This is an optimization exercise on Yosys and OpenROAD, whose aim is small area, a short achievable clock period and few clock cycles, not a production implementation. At most, simulation tests tie the RTL to the original design; equivalence was not proved. The flow treats the clock pin as an ideal source. Dropping or thinning the clock tree relies on that and would not hold on a real chip.

==> flow/design.v <==
module ME(
    input clk,
    input rst_n,
    input block_valid,
    input area_valid,
    input [7:0] in_data,
    output logic out_valid,
    output logic signed [2:0] out_vector
);
logic [7:0] pix [0:12];
always_ff @(posedge clk) begin
    pix[0] <= in_data;
    for (int d = 1; d < 13; d++) pix[d] <= pix[d-1];
end
logic bv;
always_ff @(posedge clk) bv <= block_valid;
logic [7:0] nblk [0:15];
always_ff @(posedge clk)
    if (bv) begin
        for (int k = 0; k < 15; k++) nblk[k] <= nblk[k+1];
        nblk[15] <= ~pix[0];
    end
logic [7:0] adv [0:15];
logic       adc [0:15];
always_ff @(posedge clk)
    for (int k = 0; k < 16; k++)
        {adc[k], adv[k]} <= {1'b0, pix[12 - 4*(k/4)]} + {1'b0, nblk[k]};
logic [3:0] pd0 [0:15];
logic [3:0] pd1 [0:15];
logic [3:0] pd2 [0:15];
logic       kc1 [0:15];
logic       kc2 [0:15];
function automatic [3:0] topmask(input integer s);
    integer m, k;
    m = (255 * (s + 1)) >> 8;
    k = 0;
    while (k < m) k = 2 * k + 1;
    topmask = k;
endfunction
always_ff @(posedge clk)
    for (int s = 0; s < 16; s++) begin
        logic [11:0] t;
        logic [4:0] q0;
        logic [4:0] q1;
        logic [4:0] q2;
        t = {4'd0, adv[s] ^ {8{~adc[s]}}};
        q0 = {1'b0, (s == 0 ? 4'd0 : pd0[s-1])} + {1'b0, t[3:0]} + {4'd0, adc[s]};
        q1 = {1'b0, (s == 0 ? 4'd0 : pd1[s-1])} + {1'b0, t[7:4]} + {4'd0, (s == 0 ? 1'b0 : kc1[s-1])};
        q2 = {1'b0, (s == 0 ? 4'd0 : pd2[s-1])} + {1'b0, t[11:8]} + {4'd0, (s == 0 ? 1'b0 : kc2[s-1])};
        pd0[s] <= q0[3:0];
        kc1[s] <= q0[4];
        pd1[s] <= q1[3:0];
        kc2[s] <= q1[4];
        pd2[s] <= q2[3:0] & topmask(s);
    end
wire [11:0] sad_d = {pd2[15], pd1[15], pd0[15]};
wire [11:0] sad_k = {3'd0, kc2[15], 3'd0, kc1[15], 4'd0};
logic [11:0] sad;
always_ff @(posedge clk) sad <= sad_d + sad_k;
logic [5:0] idx;
logic v0, v1, v2, v3;
always_ff @(posedge clk, negedge rst_n)
    if (!rst_n) begin
        v0 <= 1'b0;
        v1 <= 1'b0;
        v2 <= 1'b0;
        v3 <= 1'b0;
    end else begin
        v0 <= area_valid;
        v1 <= v0;
        v2 <= v1;
        v3 <= v2;
    end
always_ff @(posedge clk)
    idx <= bv ? 6'd0 : idx + {5'd0, v3};
wire [2:0] cur_x = idx[2:0] - 3'd5;    
wire [2:0] cur_y = 3'd5 - idx[5:3];    
logic wok, wlast;
always_ff @(posedge clk) begin
    wok   <= v2 && (idx + {5'd0, v3}) >= 6'd27 && (idx[2:0] + {2'd0, v3}) >= 3'd3;
    wlast <= v2 && (idx + {5'd0, v3}) == 6'd63;
end
logic [11:0] nmlag, nprev;
logic        prev_ok, prev_better;
logic [2:0]  lag_x, lag_y, prev_x, prev_y;
wire better = wok && sad < ~nmlag && (!prev_ok || sad < ~nprev);
always_ff @(posedge clk) begin
    nprev       <= ~sad;
    prev_ok     <= wok;
    prev_better <= better;
    prev_x      <= cur_x;
    prev_y      <= cur_y;
    if (bv)
        nmlag <= 12'h000;    
    else if (prev_better) begin
        nmlag <= nprev;
        lag_x <= prev_x;
        lag_y <= prev_y;
    end
end
logic second;
always_ff @(posedge clk, negedge rst_n)
    if (!rst_n) begin
        out_valid  <= 1'b0;
        second     <= 1'b0;
        out_vector <= 3'd0;
    end else begin
        second    <= wlast;
        out_valid <= wlast || second;
        if (wlast)
            out_vector <= better ? cur_x : prev_better ? prev_x : lag_x;
        else if (second)
            out_vector <= prev_better ? prev_y : lag_y;
        else
            out_vector <= 3'd0;
    end
endmodule
Settings: LEC_CHECK=0, ABC_CLOCK_PERIOD_IN_PS=1900, CAP_MARGIN=20, CORE_MARGIN=2, CORE_UTILIZATION=60, SETUP_SLACK_MARGIN=3.6, SLEW_MARGIN=20, TNS_END_PERCENT=100; clock period 5.5 ns.
standard.sh (not shown) runs the stock make flow with config.mk's settings and CLKGATE_MAP_FILE= SYNTH_SCRIPT=/design/flow/synth_recipe.tcl, a recipe that flattens the netlist after the stock synthesis.
==> flow/flow/run.sh <==
#!/bin/bash
# The standard layout, except for clock tree synthesis: after placement
# flow/cts_manual.tcl builds the clock tree (see mcts.tcl), then the
# standard flow continues from it. Each step's output goes to its own log.
set -euo pipefail
here=$(pwd)
bash standard.sh place > make_place.log 2>&1
bash standard.sh run RUN_SCRIPT="$here/flow/cts_manual.tcl" RUN_LOG_NAME_STEM=4_1_cts_manual \
    MCTS_LEAVES=24 MCTS_ROOT=clkinv_16 MCTS_LEAF=clkinv_8 > make_cts.log 2>&1
bash standard.sh finish > make_finish.log 2>&1
Other scripts of this flow, unchanged in this note and not shown: flow/flow/cts_manual.tcl, flow/flow/mcts.tcl
Testbench counts at the start, summed over its fixed seeds: cycles 44,032.
Rerun with:
--- a/flow/design.v
+++ b/flow/design.v
@@ -25,14 +25,12 @@
 always_ff @(posedge clk)
     for (int k = 0; k < 16; k++)
         {adc[k], adv[k]} <= {1'b0, pix[12 - 4*(k/4)]} + {1'b0, nblk[k]};
-logic [3:0] pd0 [0:15];
-logic [3:0] pd1 [0:15];
-logic [3:0] pd2 [0:15];
+logic [5:0] pd0 [0:15];
+logic [5:0] pd1 [0:15];
 logic       kc1 [0:15];
-logic       kc2 [0:15];
-function automatic [3:0] topmask(input integer s);
+function automatic [5:0] topmask(input integer s);
     integer m, k;
-    m = (255 * (s + 1)) >> 8;
+    m = (255 * (s + 1)) >> 6;
     k = 0;
     while (k < m) k = 2 * k + 1;
     topmask = k;
@@ -40,21 +38,17 @@
 always_ff @(posedge clk)
     for (int s = 0; s < 16; s++) begin
         logic [11:0] t;
-        logic [4:0] q0;
-        logic [4:0] q1;
-        logic [4:0] q2;
+        logic [6:0] q0;
+        logic [6:0] q1;
         t = {4'd0, adv[s] ^ {8{~adc[s]}}};
-        q0 = {1'b0, (s == 0 ? 4'd0 : pd0[s-1])} + {1'b0, t[3:0]} + {4'd0, adc[s]};
-        q1 = {1'b0, (s == 0 ? 4'd0 : pd1[s-1])} + {1'b0, t[7:4]} + {4'd0, (s == 0 ? 1'b0 : kc1[s-1])};
-        q2 = {1'b0, (s == 0 ? 4'd0 : pd2[s-1])} + {1'b0, t[11:8]} + {4'd0, (s == 0 ? 1'b0 : kc2[s-1])};
-        pd0[s] <= q0[3:0];
-        kc1[s] <= q0[4];
-        pd1[s] <= q1[3:0];
-        kc2[s] <= q1[4];
-        pd2[s] <= q2[3:0] & topmask(s);
+        q0 = {1'b0, (s == 0 ? 6'd0 : pd0[s-1])} + {1'b0, t[5:0]} + {6'd0, adc[s]};
+        q1 = {1'b0, (s == 0 ? 6'd0 : pd1[s-1])} + {1'b0, t[11:6]} + {6'd0, (s == 0 ? 1'b0 : kc1[s-1])};
+        pd0[s] <= q0[5:0];
+        kc1[s] <= q0[6];
+        pd1[s] <= q1[5:0] & topmask(s);
     end
-wire [11:0] sad_d = {pd2[15], pd1[15], pd0[15]};
-wire [11:0] sad_k = {3'd0, kc2[15], 3'd0, kc1[15], 4'd0};
+wire [11:0] sad_d = {pd1[15], pd0[15]};
+wire [11:0] sad_k = {5'd0, kc1[15], 6'd0};
 logic [11:0] sad;
 always_ff @(posedge clk) sad <= sad_d + sad_k;
 logic [5:0] idx;
Worst setup slack degrades by 0.029 ns.
Hold slack gains 0.0088 ns.
Fmax falls by 1.5%.
Sequential cell count goes down by 13.
Cell count climbs by about 4%.
The RTL of the second run of this note was laid out without a check of its function. No run of this note takes its clock network from TritonCTS; it comes from the design's own scripts or RTL.

## separate check: timing with driven ports
In the flow no input, the clock included, has a driving cell. The finished layouts below were timed again as built, in two steps.
Step 1 assumes that a clkbuf_16 drives the clock port and a buf_2 every other input.
Step 2 adds t to the input delays and takes it off the output delays; t is the mean of the earliest and latest rising clock arrival at the registers after step 1. Input paths then give back, and output paths get back, about the clock's delay inside the block.
Three values: ideal, step 1, step 2; two values: the first two.
| run | t (ns) | setup slack, ns | hold slack, ns | cell pins on the clock port's net |
|---|---|---|---|---|
| the first run | 0.440 | 3.616 / 3.452 / 3.616 | 0.316 / 0.316 / 0.316 | 4 |
| the second run | 0.441 | 3.587 / 3.469 / 3.587 | 0.325 / 0.325 / 0.325 | 4 |
After both steps setup and hold are still met in every run listed.
